This is an optimization exercise on Yosys and OpenROAD, whose aim is small area, a short achievable clock period and few clock cycles, not a production implementation. Function was checked by simulation only, so behaviour that the tests miss may differ from the original. Power figures rest on the tool's default switching activity, not on a simulated workload.

==> inputs of job 1284 <==
Design IntegracaoModulos, start of the top module:
module IntegracaoModulos(
	input clock,
	input reset,
	output [15:0] imem_addr,
	input  [15:0] imem_data,
	output [15:0] dmem_addr,
	output [15:0] dmem_wdata,
	output dmem_we,
	input  [15:0] dmem_rdata,
	output halted
);
==> module Extensor, before the edit <==
module Extensor(
	input [15:0] instrucao,
	input desvia,              
	input [15:0] PC,
	input [15:0] B,
	output [15:0] proximo
);
	wire [15:0] desloc = !desvia ? 16'd1
	                   : instrucao[13] ? {{4{instrucao[11]}}, instrucao[11:0]}    
	                                   : {{8{instrucao[7]}}, instrucao[7:0]};     
	assign proximo = (desvia && instrucao[13:12] == 2'b11) ? B : PC + desloc;
endmodule
==> module Banco_Registro, before the edit <==
module Banco_Registro (
	input clock,
	input Hab_Lo,
	input Hab_Hi,
	input [2:0] Sel_E,
	input [15:0] E,
	input [2:0] Sel_A,
	input [2:0] Sel_B,
	output [15:0] A,
	output [15:0] B
);
	reg [127:0] registro;    
	integer i;
	always @(posedge clock)
		for (i = 0; i < 8; i = i + 1) begin
			if (Hab_Lo && Sel_E == i)
				registro[16*i +: 8] <= E[7:0];
			if (Hab_Hi && Sel_E == i)
				registro[16*i+8 +: 8] <= E[15:8];
		end
	assign A = registro[16*Sel_A +: 16];
	assign B = registro[16*Sel_B +: 16];
endmodule
==> module IntegracaoModulos, before the edit <==
module IntegracaoModulos(
	input clock,
	input reset,
	output [15:0] imem_addr,
	input  [15:0] imem_data,
	output [15:0] dmem_addr,
	output [15:0] dmem_wdata,
	output dmem_we,
	input  [15:0] dmem_rdata,
	output halted
);
	reg [15:0] PC;         
	reg [15:0] IR;         
	reg [15:0] RA, RB;     
	reg        valido;     
	reg        halted_r;   
	reg        escrita;    
	wire [1:0] formato = IR[15:14];
	wire [4:0] op = IR[10:6];
	wire [15:0] A, B, RESU, proximo;
	wire Z, C, S, O, salto;
	wire [3:0] ZCSO;
	wire eh_alu   = (formato == 2'b10);
	wire eh_store = eh_alu && (op == 5'b01011);
	wire eh_load  = eh_alu && (op == 5'b01010);
	wire eh_jreg  = (formato == 2'b00) && (IR[13:12] == 2'b11);
	wire eh_jal   = eh_jreg && !IR[11];
	wire desvia   = valido && (formato == 2'b00) && (IR[13] ? 1'b1 : salto);
	wire [2:0] Sel_E = eh_jal ? 3'd6 : IR[13:11];
	reg  [15:0] E;
	always @(*) begin
		case (formato)
			2'b01:   E = {{5{IR[10]}}, IR[10:0]};
			2'b11:   E = {IR[7:0], IR[7:0]};
			2'b10:   E = eh_load ? dmem_rdata : RESU;
			default: E = PC;
		endcase
	end
	wire escreve = valido && ((formato == 2'b01) || (eh_alu && !eh_store) || eh_jal);
	wire hab_lo = escreve || (valido && formato == 2'b11 && !IR[10]);
	wire hab_hi = escreve || (valido && formato == 2'b11 && IR[10]);
	wire [2:0] Sel_A = imem_data[5:3];
	wire [2:0] Sel_B = imem_data[2:0];
	Banco_Registro Banco_Registro(
		.clock(clock), .Hab_Lo(hab_lo), .Hab_Hi(hab_hi), .Sel_E(Sel_E), .E(E),
		.Sel_A(Sel_A), .Sel_B(Sel_B), .A(A), .B(B)
	);
	wire fA = (Sel_A == Sel_E), fB = (Sel_B == Sel_E);
	always @(posedge clock) begin
		if (reset) begin
			PC <= 16'd0;
			valido <= 1'b0;
			halted_r <= 1'b0;
			escrita <= 1'b0;
		end else begin
			PC <= proximo;
			valido <= !desvia;
			if (!desvia && imem_data == 16'h2FFF)
				halted_r <= 1'b1;
			escrita <= !desvia && (imem_data[15:14] == 2'b10) && (imem_data[10:6] == 5'b01011);
		end
		IR <= imem_data;
		RA[7:0]  <= (fA && hab_lo) ? E[7:0]  : A[7:0];
		RA[15:8] <= (fA && hab_hi) ? E[15:8] : A[15:8];
		RB[7:0]  <= (fB && hab_lo) ? E[7:0]  : B[7:0];
		RB[15:8] <= (fB && hab_hi) ? E[15:8] : B[15:8];
	end
	assign imem_addr = PC;
	assign halted = halted_r;
	Extensor Extensor(.instrucao(IR), .desvia(desvia), .PC(PC), .B(RB), .proximo(proximo));
	ULA ULA(.A(RA), .B(RB), .OP(op), .RESU(RESU), .O(O), .C(C), .S(S), .Z(Z));
	Registrador_Flags Registrador_Flags(
		.clock(clock), .reset(reset), .habilita(valido && eh_alu), .controleOperacao(op),
		.Z(Z), .C(C), .S(S), .O(O), .ZCSO(ZCSO)
	);
	TesteFlagsTemporario TesteFlagsTemporario(
		.RFlag_ZCSO(ZCSO), .condicao(IR[11:8]), .Ver_Fal(IR[12]), .saida(salto)
	);
	assign dmem_addr  = RA;
	assign dmem_wdata = RB;
	assign dmem_we    = escrita;
endmodule
export LEC_CHECK = 0
export CAP_MARGIN = 20
export CORE_MARGIN = 2
export CORE_UTILIZATION = 40
export SLEW_MARGIN = 20
create_clock -name core_clock -period 9.0 [get_ports {clock}]
standard.sh (not shown) runs the stock make flow with config.mk's settings and CLKGATE_MAP_FILE= SYNTH_SCRIPT=/design/flow/synth_recipe.tcl, a recipe that flattens the netlist after the stock synthesis.
==> flow/flow/run.sh <==
#!/bin/bash
# The standard layout, with changes to how it is made:
#  - ports are buffered with buf_2 cells (by default buffer_ports picks a
#    delay buffer, clkdlybuf4s50_1, which is larger and slower);
#  - clock tree synthesis adds no dummy loads and uses clkbuf_8 buffers;
set -euo pipefail
bash standard.sh \
	"SETUP_SLACK_MARGIN=5.5" "TNS_END_PERCENT=0" \
	"BUFFER_PORTS_ARGS=-buffer_cell sky130_fd_sc_hd__buf_2" \
	"CTS_ARGS=-sink_clustering_enable -repair_clock_nets -dont_use_dummy_load -buf_list sky130_fd_sc_hd__clkbuf_8" \
	finish > standard.log 2>&1
==> job 4199 (differences from job 1284) <==
--- a/flow/design.v
+++ b/flow/design.v
@@ -91,11 +91,9 @@
 	input [15:0] instrucao,
-	input desvia,              
 	input [15:0] PC,
 	input [15:0] B,
-	output [15:0] proximo
+	output [15:0] alvo
 );
-	wire [15:0] desloc = !desvia ? 16'd1
-	                   : instrucao[13] ? {{4{instrucao[11]}}, instrucao[11:0]}    
+	wire [15:0] desloc = instrucao[13] ? {{4{instrucao[11]}}, instrucao[11:0]}    
 	                                   : {{8{instrucao[7]}}, instrucao[7:0]};     
-	assign proximo = (desvia && instrucao[13:12] == 2'b11) ? B : PC + desloc;
+	assign alvo = (instrucao[13:12] == 2'b11) ? B : PC + desloc;
 endmodule
@@ -112,13 +110,11 @@
 );
-	reg [127:0] registro;    
-	integer i;
-	always @(posedge clock)
-		for (i = 0; i < 8; i = i + 1) begin
-			if (Hab_Lo && Sel_E == i)
-				registro[16*i +: 8] <= E[7:0];
-			if (Hab_Hi && Sel_E == i)
-				registro[16*i+8 +: 8] <= E[15:8];
-		end
-	assign A = registro[16*Sel_A +: 16];
-	assign B = registro[16*Sel_B +: 16];
+	reg [15:0] registro [0:7];
+	always @(posedge clock) begin
+		if (Hab_Lo)
+			registro[Sel_E][7:0] <= E[7:0];
+		if (Hab_Hi)
+			registro[Sel_E][15:8] <= E[15:8];
+	end
+	assign A = registro[Sel_A];
+	assign B = registro[Sel_B];
 endmodule
@@ -137,9 +133,7 @@
 	reg [15:0] IR;         
-	reg [15:0] RA, RB;     
 	reg        valido;     
-	reg        halted_r;   
-	reg        escrita;    
+	reg        halted_r;
 	wire [1:0] formato = IR[15:14];
 	wire [4:0] op = IR[10:6];
-	wire [15:0] A, B, RESU, proximo;
+	wire [15:0] A, B, RESU, alvo;
 	wire Z, C, S, O, salto;
@@ -151,3 +145,20 @@
 	wire eh_jal   = eh_jreg && !IR[11];
+	wire eh_halt  = (IR == 16'h2FFF);
 	wire desvia   = valido && (formato == 2'b00) && (IR[13] ? 1'b1 : salto);
+	always @(posedge clock) begin
+		if (reset) begin
+			PC <= 16'd0;
+			valido <= 1'b0;
+			halted_r <= 1'b0;
+		end else begin
+			PC <= desvia ? alvo : PC + 16'd1;
+			valido <= !desvia;
+			if (valido && eh_halt)
+				halted_r <= 1'b1;
+		end
+		IR <= imem_data;
+	end
+	assign imem_addr = PC;
+	assign halted = halted_r || (valido && eh_halt);
+	Extensor Extensor(.instrucao(IR), .PC(PC), .B(B), .alvo(alvo));
 	wire [2:0] Sel_E = eh_jal ? 3'd6 : IR[13:11];
@@ -165,32 +176,7 @@
 	wire hab_hi = escreve || (valido && formato == 2'b11 && IR[10]);
-	wire [2:0] Sel_A = imem_data[5:3];
-	wire [2:0] Sel_B = imem_data[2:0];
 	Banco_Registro Banco_Registro(
 		.clock(clock), .Hab_Lo(hab_lo), .Hab_Hi(hab_hi), .Sel_E(Sel_E), .E(E),
-		.Sel_A(Sel_A), .Sel_B(Sel_B), .A(A), .B(B)
+		.Sel_A(IR[5:3]), .Sel_B(IR[2:0]), .A(A), .B(B)
 	);
-	wire fA = (Sel_A == Sel_E), fB = (Sel_B == Sel_E);
-	always @(posedge clock) begin
-		if (reset) begin
-			PC <= 16'd0;
-			valido <= 1'b0;
-			halted_r <= 1'b0;
-			escrita <= 1'b0;
-		end else begin
-			PC <= proximo;
-			valido <= !desvia;
-			if (!desvia && imem_data == 16'h2FFF)
-				halted_r <= 1'b1;
-			escrita <= !desvia && (imem_data[15:14] == 2'b10) && (imem_data[10:6] == 5'b01011);
-		end
-		IR <= imem_data;
-		RA[7:0]  <= (fA && hab_lo) ? E[7:0]  : A[7:0];
-		RA[15:8] <= (fA && hab_hi) ? E[15:8] : A[15:8];
-		RB[7:0]  <= (fB && hab_lo) ? E[7:0]  : B[7:0];
-		RB[15:8] <= (fB && hab_hi) ? E[15:8] : B[15:8];
-	end
-	assign imem_addr = PC;
-	assign halted = halted_r;
-	Extensor Extensor(.instrucao(IR), .desvia(desvia), .PC(PC), .B(RB), .proximo(proximo));
-	ULA ULA(.A(RA), .B(RB), .OP(op), .RESU(RESU), .O(O), .C(C), .S(S), .Z(Z));
+	ULA ULA(.A(A), .B(B), .OP(op), .RESU(RESU), .O(O), .C(C), .S(S), .Z(Z));
 	Registrador_Flags Registrador_Flags(
@@ -202,5 +188,5 @@
 	);
-	assign dmem_addr  = RA;
-	assign dmem_wdata = RB;
-	assign dmem_we    = escrita;
+	assign dmem_addr  = A;
+	assign dmem_wdata = B;
+	assign dmem_we    = valido && eh_store;
 endmodule
==> flow/run.sh (new file) <==
#!/bin/bash
# synth_recipe.tcl (not shown) runs the flow's synth.tcl, then flattens the netlist and writes it again
# the make line also repeats each setting of config.mk as NAME=value (left out here)
make -C /OpenROAD-flow-scripts/flow DESIGN_CONFIG=/design/flow/config.mk WORK_HOME=/design/flow/orfs CLKGATE_MAP_FILE= SYNTH_SCRIPT=/design/flow/synth_recipe.tcl finish
removed: flow/flow/run.sh
removed: flow/standard.sh
==> summary of the runs <==
Against job 4199, the fmax of job 1284 is larger by 51%.
Between job 4199 and job 1284, the lower global-route usage is in job 1284 (gap 1.5 points).
Cell count: job 4199 is smaller than job 1284 (6.2%).
In job 1284 the worst hold slack is worse than in job 4199, by 23 ps.
Of job 1284 and job 4199, job 4199 has the higher power (gap 3.2%, measured against job 4199).
Of job 1284 and job 4199, job 1284 has the higher setup slack (gap 1800 ps).
==> figures <==
Clock share of power: job 1284 21.0%; job 4199 34.1%
Adder-cell share of the synthesized area: job 1284 3.74%; job 4199 4.06%
Synthesis-to-layout area growth: job 1284 13.8%; job 4199 15.3%
Run status: job 1284 complete, no violations; job 4199 complete, no violations
Routed wire length on met3: job 1284 2480 um; job 4199 3310 um
Post-CTS setup buffer count: job 1284 6; job 4199 0
Count of cell instances traversed by the critical path: job 1284 14; job 4199 15
Least setup slack across all paths after layout: job 1284 5430 ps; job 4199 3590 ps
Number of flip-flops and latches in the synthesized netlist: job 1284 199; job 4199 166
Worst slew slack as a fraction of its limit: job 1284 16.4%; job 4199 27.7%
Comb_multi_in: job 1284 712; job 4199 688
Cell Rows: job 1284 62; job 4199 60
Final #Nets: job 1284 1158; job 4199 1096
Testbench counts of job 1284, summed over its fixed seeds: cycles 28,186.
Testbench counts of job 4199, summed over its fixed seeds: cycles 28,186.

[port drivers added, routing unchanged]
The flow's constraints put no driver on any port. The routed layouts listed below were extracted and timed again, unchanged, in two steps. Step 1 assumes that a clkbuf_16 drives the clock port and a buf_2 every other input. Step 2, shift: input delay + t, output delay - t, t = (earliest + latest rising clock arrival at the registers) / 2. This alone moves slack from input paths to output paths. Three values: no drivers, after step 1, after step 2; two values: the first two.
| run | t (ns) | setup WS [ns] | worst hold slack (ns) | latest minus earliest clock arrival (ns) |
|---|---|---|---|---|
| job 1284 | 0.510 | 5.425 / 5.425 / 4.984 | 0.495 / 0.495 / 0.495 | 0.046 / 0.045 |
| job 4199 | 0.481 | 3.589 / 3.589 / 3.589 | 0.517 / 0.517 / 0.517 | 0.016 / 0.016 |
After both steps setup and hold are still met in every run listed. For job 1284, which loses most, drivers alone change the setup slack by 0.000 ns; drivers and shift together by -0.441 ns.
